This design comes from an exercise in tuning for small area, a short achievable clock period and few clock cycles per item on the open sky130 flow, not from production work. The RTL was checked by simulation tests, not by an equivalence proof against the original design. Power figures rest on the tool's default switching activity, not on a simulated workload.

== build 89 ==
// multiplier
module multiplier(
    input clk,
    input logic valid_in,
    input logic[31:0] a,
    input logic[31:0] b,
    output logic valid_out,
    output logic[63:0] r
);
    wire one1;
    wire two2;
    wire neg3;
    wire bx4;
    wire bx5;
    wire bx6;
    wire bx7;
    wire bx8;
    wire bx9;
    wire bx10;
    wire bx11;
    wire bx12;
    wire bx13;
    wire bx14;
    wire bx15;
    wire bx16;
    wire bx17;
    wire bx18;
    wire bx19;
    wire bx20;
    wire bx21;
    wire bx22;
    wire bx23;
    wire bx24;
    wire bx25;
    wire bx26;
    wire bx27;
    wire bx28;
    wire bx29;
    wire bx30;
    wire bx31;
    wire bx32;
    wire bx33;
    wire bx34;
    wire bx35;
    wire bx36;
    wire p37;
    wire p38;
    wire p39;
    wire p40;
    wire p41;
    wire p42;
    wire p43;
    wire p44;
    wire p45;
    wire p46;
    wire p47;
    wire p48;
    wire p49;
    wire p50;
    wire p51;
    wire p52;
    wire p53;
    wire p54;
    wire p55;
    wire p56;
    wire p57;
    wire p58;
    wire p59;
    wire p60;
    wire p61;
    wire p62;
    wire p63;
    wire p64;
    wire p65;
    wire p66;
    wire p67;
    wire p68;
    wire p69;
    wire ns70;
    wire one71;
    wire two72;
    wire neg73;
    wire bx74;
    wire bx75;
    wire bx76;
    wire bx77;
    wire bx78;
    wire bx79;
    wire bx80;
    wire bx81;
    wire bx82;
    wire bx83;
    wire bx84;
    wire bx85;
    wire bx86;
    wire bx87;
    wire bx88;
    wire bx89;
    wire bx90;
    wire bx91;
    wire bx92;
    wire bx93;
    wire bx94;
    wire bx95;
  ...
For scale: about 2800 cells after synthesis, ~130 flip-flops, ~130 I/O pins.
export LEC_CHECK = 0
export ABC_CLOCK_PERIOD_IN_PS = 3000
export CAP_MARGIN = 20
export CORE_MARGIN = 2
export CORE_UTILIZATION = 60
export SETUP_SLACK_MARGIN = 2.0
export SLEW_MARGIN = 20
create_clock -name core_clock -period 8.0 [get_ports {clk}]
standard.sh (not shown) runs the stock make flow with config.mk's settings and CLKGATE_MAP_FILE= SYNTH_SCRIPT=/design/flow/synth_recipe.tcl, a recipe that flattens the netlist after the stock synthesis.
==> flow/flow/run.sh <==
#!/bin/bash
# The standard layout, with Yosys's generic abc pass in synth's fine stage
# skipped (SYNTH_ARGS=-noabc) so that extract_fa maps the RTL's carry-save
# full adders to adder cells without inverters between them. Everything else,
# including the final abc mapping, is the standard flow.
set -euo pipefail
cd "$(dirname "$0")/.."
bash standard.sh SYNTH_ARGS=-noabc finish > standard_make.log 2>&1
Testbench counts of build 89, summed over its fixed seeds: cycles 16,000, items 16,000.
Edits applied to the flow inputs when going from build 89 to build 57:
- a change of CORE_UTILIZATION from 60 to 50
- a change of SETUP_SLACK_MARGIN from 2.0 to 2.5
[summary]
- Build 89 → build 57: residual DRC count closely matched the old numbers, initial antenna violation count rose 4, detailed-routing iteration count for the pre-antenna-repair pass went down, synthesis-to-layout area growth climbed 8.7 points.
What build 28 does differently from build 57 at the input level:
- ABC_AREA newly set to 1
- CORE_UTILIZATION changed from 50 to 60
- SETUP_SLACK_MARGIN changed from 2.5 to 2.0
- ABC_CLOCK_PERIOD_IN_PS removed (was 3000)
Notes after the runs:
Of the two values seen for origin of the worst setup path, b[16] was produced by build 28 and a[29] by build 57.
Changes observed in build 28 relative to build 57: end-of-flow core utilization increased 7.1 points; longest individual stage delay on the worst path went up.
Between build 57 and build 28, the flow reports global-route wire length before repair increasing by a few percent.
The following lists how build 93 was set up differently from build 28:
- a change of SETUP_SLACK_MARGIN from 2.0 to 2.5
- an added ABC_CLOCK_PERIOD_IN_PS of 3000
- a deleted ABC_AREA that had been 1
- a change of CORE_UTILIZATION from 60 to 70
==> flow/flow/run.sh <==
#!/bin/bash
# The standard layout, with two changes to how it is made:
# - Yosys's generic abc pass in synth's fine stage is skipped (SYNTH_ARGS=-noabc)
#   so that extract_fa maps the RTL's carry-save full adders to adder cells
#   without inverters between them; the final abc mapping is unchanged.
# - every input and output port is still buffered, but with sky130_fd_sc_hd__buf_4
#   instead of the slow delay buffer buffer_ports picks by default.
set -euo pipefail
cd "$(dirname "$0")/.."
bash standard.sh SYNTH_ARGS=-noabc "BUFFER_PORTS_ARGS=-buffer_cell sky130_fd_sc_hd__buf_4" finish > standard_make.log 2>&1
--- outcome ---
Both conditions hold for build 93: the flow ran to the end and the final layout passed the timing, design-rule and antenna checks.
Global-route wire length before repair, build 93 and build 28: smaller value in build 93
Critical path depth: build 93 and build 28 compared, lower one is build 28
Measured against build 28, the buffer count excluding the clock tree in the final layout of build 93 comes out at 0.825 times the reference value.
The run showing the smaller share of the synthesized area in compound gates (AO/OA/AOI/OAI) is build 28.
Side by side, first-pass iteration count of the detailed router turned out higher in build 93 than in build 28.
> inputs changed (build 93 -> build 96)
- changing CORE_UTILIZATION from 70 to 60
- changing SETUP_SLACK_MARGIN from 2.5 to 3.0
==> comparison <==
- Measured against each other, build 96 and build 93 differ in time the worst path needs with I/O delays and setup, the higher figure coming from build 93.
- Measured against build 93, the die area of build 96 comes out at 1.16 times the reference value.
- When build 96 is set beside build 93, its routed wire length turns out to be about 10% larger.
- As of build 96, placed instance count had risen by a few percent compared to build 93.
- Build 93 → build 96: clock power share fell by 0.4 points, clock power rose by 2.4%, first-pass GRT wire length rose by about 4.6%.
- Build 96 against build 93: iteration-0 DRC count of the detailed router went down; total routing usage reported by global routing went down.

---

Another version of the RTL of multiplier (not shown whole).
Size in the first run: ~3800 cells after synthesis, roughly 36000 sq um of cells after synthesis.
clock: 8.0 ns
lec_check: 0
cap_margin: 20
core_margin: 2
core_utilization: 40
slew_margin: 20
run.sh (not shown) runs the stock make flow with config.mk's settings and CLKGATE_MAP_FILE= SYNTH_SCRIPT=/design/flow/synth_recipe.tcl, a recipe that flattens the netlist after the stock synthesis.
Stock flow here: none of the scripts above is used.
The baseline passed the timing, design-rule and antenna checks.
Testbench counts at the start, summed over its fixed seeds: cycles 16,000, items 16,000.
Next try:
==> flow/flow/run.sh (new file) <==
#!/bin/bash
# The standard layout, with Yosys's generic abc pass in synth's fine stage
# skipped (SYNTH_ARGS=-noabc) so that extract_fa maps the RTL's carry-save
# full adders to adder cells without inverters between them. Everything else,
# including the final abc mapping, is the standard flow.
set -euo pipefail
cd "$(dirname "$0")/.."
bash standard.sh SYNTH_ARGS=-noabc finish > standard_make.log 2>&1
==> flow/standard.sh (new file) <==
#!/bin/bash
# synth_recipe.tcl (not shown) runs the flow's synth.tcl, then flattens the netlist and writes it again
# the make line also repeats each setting of config.mk as NAME=value (left out here)
make -C /OpenROAD-flow-scripts/flow DESIGN_CONFIG=/design/flow/config.mk WORK_HOME=/design/flow/orfs CLKGATE_MAP_FILE= SYNTH_SCRIPT=/design/flow/synth_recipe.tcl "${@:-finish}"
--- a/flow/config.mk
+++ b/flow/config.mk
@@ -7,0 +8 @@
+export ABC_CLOCK_PERIOD_IN_PS = 3000
@@ -10 +11,2 @@
-export CORE_UTILIZATION = 40
+export CORE_UTILIZATION = 60
+export SETUP_SLACK_MARGIN = 2.5
removed: flow/run.sh
Outcome: Final cell count falls by 29%; wire length went down by 2.6%; synthesized area shrinks by 6.9%; setup slack improved by 1.1 ns; flip-flop and latch count stays the same; hold slack degrades by 0.0096 ns; combinational power is about the same; global-route usage grows by 15 points; synthesized cell count goes down by 26%; core utilization grows by 23 points.
Next try:
--- a/flow/config.mk
+++ b/flow/config.mk
@@ -12 +11,0 @@
-export SETUP_SLACK_MARGIN = 2.5
Setup slack got worse by 1.0 ns.
Cell area is lower by 4.0%.
Wire length is lower by 3.4%.
Count of clock-buffer cells in the layout is lower by 1.
Synthesized area stays the same.
Via count is lower by 1.3%.
Next try:
--- a/flow/config.mk
+++ b/flow/config.mk
@@ -11,0 +12 @@
+export SETUP_SLACK_MARGIN = 3.5
What happened:
- The new run went through all stages and came out clean
- via count is higher by 7.0%
- wire length grows by 12%
- die area does not change
- clock power goes down by about 2%
- cell count rises by about 6%
- synthesized cell count stays the same
- worst hold slack loses 0.18 ns
- total power climbs by about 22%
- synthesized area does not change

---

RTL: one of the versions met above, not the one the previous note started from.
For scale: about 130 flip-flops, about 130 I/O pins, ~28000 µm² of cells after synthesis.
Settings: LEC_CHECK=0, ABC_CLOCK_PERIOD_IN_PS=3000, CAP_MARGIN=20, CORE_MARGIN=2, CORE_UTILIZATION=55, SETUP_SLACK_MARGIN=3.0, SLEW_MARGIN=20; clock period 8.0 ns.
standard.sh (not shown) runs the stock make flow with config.mk's settings and CLKGATE_MAP_FILE= SYNTH_SCRIPT=/design/flow/synth_recipe.tcl, a recipe that flattens the netlist after the stock synthesis.
==> flow/flow/run.sh <==
#!/bin/bash
# The standard layout, with Yosys's generic abc pass in synth's fine stage
# skipped (SYNTH_ARGS=-noabc) so that extract_fa maps the RTL's carry-save
# full adders to adder cells without inverters between them. Everything else,
# including the final abc mapping, is the standard flow.
set -euo pipefail
cd "$(dirname "$0")/.."
bash standard.sh SYNTH_ARGS=-noabc finish > standard_make.log 2>&1
The starting point finished clean.
Testbench counts at the start, summed over its fixed seeds: cycles 16,000, items 16,000.
Next try:
==> flow/flow/run.sh (replaced) <==
#!/bin/bash
# The standard layout, with two changes to how it is made:
# - Yosys's generic abc pass in synth's fine stage is skipped (SYNTH_ARGS=-noabc)
#   so that extract_fa maps the RTL's carry-save full adders to adder cells
#   without inverters between them; the final abc mapping is unchanged.
# - every input and output port is still buffered, but with sky130_fd_sc_hd__buf_2
#   instead of the slow delay buffer buffer_ports picks by default.
set -euo pipefail
cd "$(dirname "$0")/.."
bash standard.sh SYNTH_ARGS=-noabc "BUFFER_PORTS_ARGS=-buffer_cell sky130_fd_sc_hd__buf_2" finish > standard_make.log 2>&1
--- a/flow/config.mk
+++ b/flow/config.mk
@@ -10,4 +10,4 @@
 export CORE_MARGIN = 2
-export CORE_UTILIZATION = 55
-export SETUP_SLACK_MARGIN = 3.0
+export CORE_UTILIZATION = 60
+export SETUP_SLACK_MARGIN = 2.0
 export SLEW_MARGIN = 20
The new run went through all stages and came out clean; fmax falls by about 9%; combinational power falls by 20%; final area falls by 23%; sequential cell count stays the same; critical path depth falls by 3; clock-buffer cell count rises by 2; power falls by 16%.
Next try:
==> flow/flow/run.sh (replaced) <==
#!/bin/bash
# The standard layout, with two changes to how it is made:
# - Yosys's generic abc pass in synth's fine stage is skipped (SYNTH_ARGS=-noabc)
#   so that extract_fa maps the RTL's carry-save full adders to adder cells
#   without inverters between them; the final abc mapping is unchanged.
# - every input and output port is still buffered, but with sky130_fd_sc_hd__buf_4
#   instead of the slow delay buffer buffer_ports picks by default.
set -euo pipefail
cd "$(dirname "$0")/.."
bash standard.sh SYNTH_ARGS=-noabc "BUFFER_PORTS_ARGS=-buffer_cell sky130_fd_sc_hd__buf_4" finish > standard_make.log 2>&1
--- a/flow/config.mk
+++ b/flow/config.mk
@@ -11,3 +11,3 @@
 export CORE_UTILIZATION = 60
-export SETUP_SLACK_MARGIN = 2.0
+export SETUP_SLACK_MARGIN = 2.75
 export SLEW_MARGIN = 20
What happened:
- The new run produced a clean layout
- power climbs by 9.2%
- sequential share of layout area drops by 1.3 points
- design area climbs by about 11%
- global-route usage climbs by 1.2 points
- worst setup slack improves by 0.66 ns
- via count climbs by 4.9%
- core utilization climbs by 7.2 points
- routed wire length climbs by 6.0%
Next try:
==> flow/flow/run.sh (replaced) <==
#!/bin/bash
# The standard layout, with Yosys's generic abc pass in synth's fine stage
# skipped (SYNTH_ARGS=-noabc) so that extract_fa maps the RTL's carry-save
# full adders to adder cells without inverters between them. Everything else,
# including the final abc mapping, is the standard flow.
set -euo pipefail
cd "$(dirname "$0")/.."
bash standard.sh SYNTH_ARGS=-noabc finish > standard_make.log 2>&1
--- a/flow/config.mk
+++ b/flow/config.mk
@@ -7,3 +7,2 @@
 export LEC_CHECK = 0
-export ABC_CLOCK_PERIOD_IN_PS = 3000
 export CAP_MARGIN = 20
@@ -11,3 +10,3 @@
 export CORE_UTILIZATION = 60
-export SETUP_SLACK_MARGIN = 2.75
+export SETUP_SLACK_MARGIN = 2.0
 export SLEW_MARGIN = 20
What happened:
- The new run completed without violations
- non-clock buffer count is lower by 27
- final area is lower by a few percent
- cell count is lower slightly
- routed wire length is lower by a few percent
- global-route usage is lower by 1.3 points
- total power is lower by a few percent
- worst setup slack got worse by 0.67 ns
- die area does not change
Next try:
==> flow/flow/run.sh (replaced) <==
#!/bin/bash
# The standard layout, with two changes to how it is made:
# - Yosys's generic abc pass in synth's fine stage is skipped (SYNTH_ARGS=-noabc)
#   so that extract_fa maps the RTL's carry-save full adders to adder cells
#   without inverters between them; the final abc mapping is unchanged.
# - every input and output port is still buffered, but with sky130_fd_sc_hd__buf_4
#   instead of the slow delay buffer buffer_ports picks by default.
set -euo pipefail
cd "$(dirname "$0")/.."
bash standard.sh SYNTH_ARGS=-noabc "BUFFER_PORTS_ARGS=-buffer_cell sky130_fd_sc_hd__buf_4" finish > standard_make.log 2>&1
--- a/flow/config.mk
+++ b/flow/config.mk
@@ -7,2 +7,3 @@
 export LEC_CHECK = 0
+export ABC_CLOCK_PERIOD_IN_PS = 3000
 export CAP_MARGIN = 20
@@ -10,3 +11,3 @@
 export CORE_UTILIZATION = 60
-export SETUP_SLACK_MARGIN = 2.0
+export SETUP_SLACK_MARGIN = 2.25
 export SLEW_MARGIN = 20
What happened: The changed run completed without violations. Setup slack is better by 0.32 ns. Utilization is lower by 2.2 points. Synthesized cell count does not change. Hold slack is worse by 0.082 ns. Design area came out lower by 3.3%.

[afterwards: timing with drivers on the ports]
No port has a modelled driver above. Below, the same layouts with a new extraction and two added sets of constraints. Step 1 assumes that a clkbuf_16 drives the clock port and a buf_2 every other input. Step 2 adds t to the input delays and takes it off the output delays; t is the mean of the earliest and latest rising clock arrival at the registers after step 1. Input paths then give back, and output paths get back, about the clock's delay inside the block. Three values: ideal ports, drivers, drivers and shift; two values: the first two.
| run | t (ns) | slack for setup (ns) | worst register clock-pin slew, ns |
|---|---|---|---|
| build 89 | 0.530 | 1.982 / 2.013 / 1.483 | 0.08 / 0.08 |
| build 57 | 0.552 | 2.380 / 2.418 / 1.866 | 0.08 / 0.08 |
| build 28 | 0.516 | 2.003 / 2.036 / 1.520 | 0.06 / 0.06 |
| build 93 | 0.530 | 2.412 / 2.429 / 1.900 | 0.08 / 0.08 |
| build 96 | 0.559 | 2.709 / 2.678 / 2.118 | 0.07 / 0.07 |
| the first run of note 2 | 0.505 | 1.274 / 1.242 / 0.737 | 0.07 / 0.07 |
| the second run of note 2 | 0.532 | 2.410 / 2.432 / 1.900 | 0.08 / 0.08 |
| the third run of note 2 | 0.540 | 1.394 / 1.334 / 1.030 | 0.07 / 0.07 |
| the fourth run of note 2 | 0.504 | 2.554 / 2.557 / 2.053 | 0.09 / 0.09 |
| the first run of note 3 | 0.561 | 2.542 / 2.556 / 1.995 | 0.07 / 0.07 |
| the second run of note 3 | 0.533 | 1.998 / 2.039 / 1.506 | 0.07 / 0.07 |
| the third run of note 3 | 0.556 | 2.655 / 2.617 / 2.061 | 0.08 / 0.08 |
| the fourth run of note 3 | 0.530 | 1.982 / 2.013 / 1.483 | 0.08 / 0.08 |
| the fifth run of note 3 | 0.530 | 2.305 / 2.339 / 1.809 | 0.07 / 0.07 |
After both steps setup and hold are still met in every run listed. The setup slack of the third run of note 3, which loses most, moves by -0.038 ns with the drivers and by -0.594 ns with both steps.
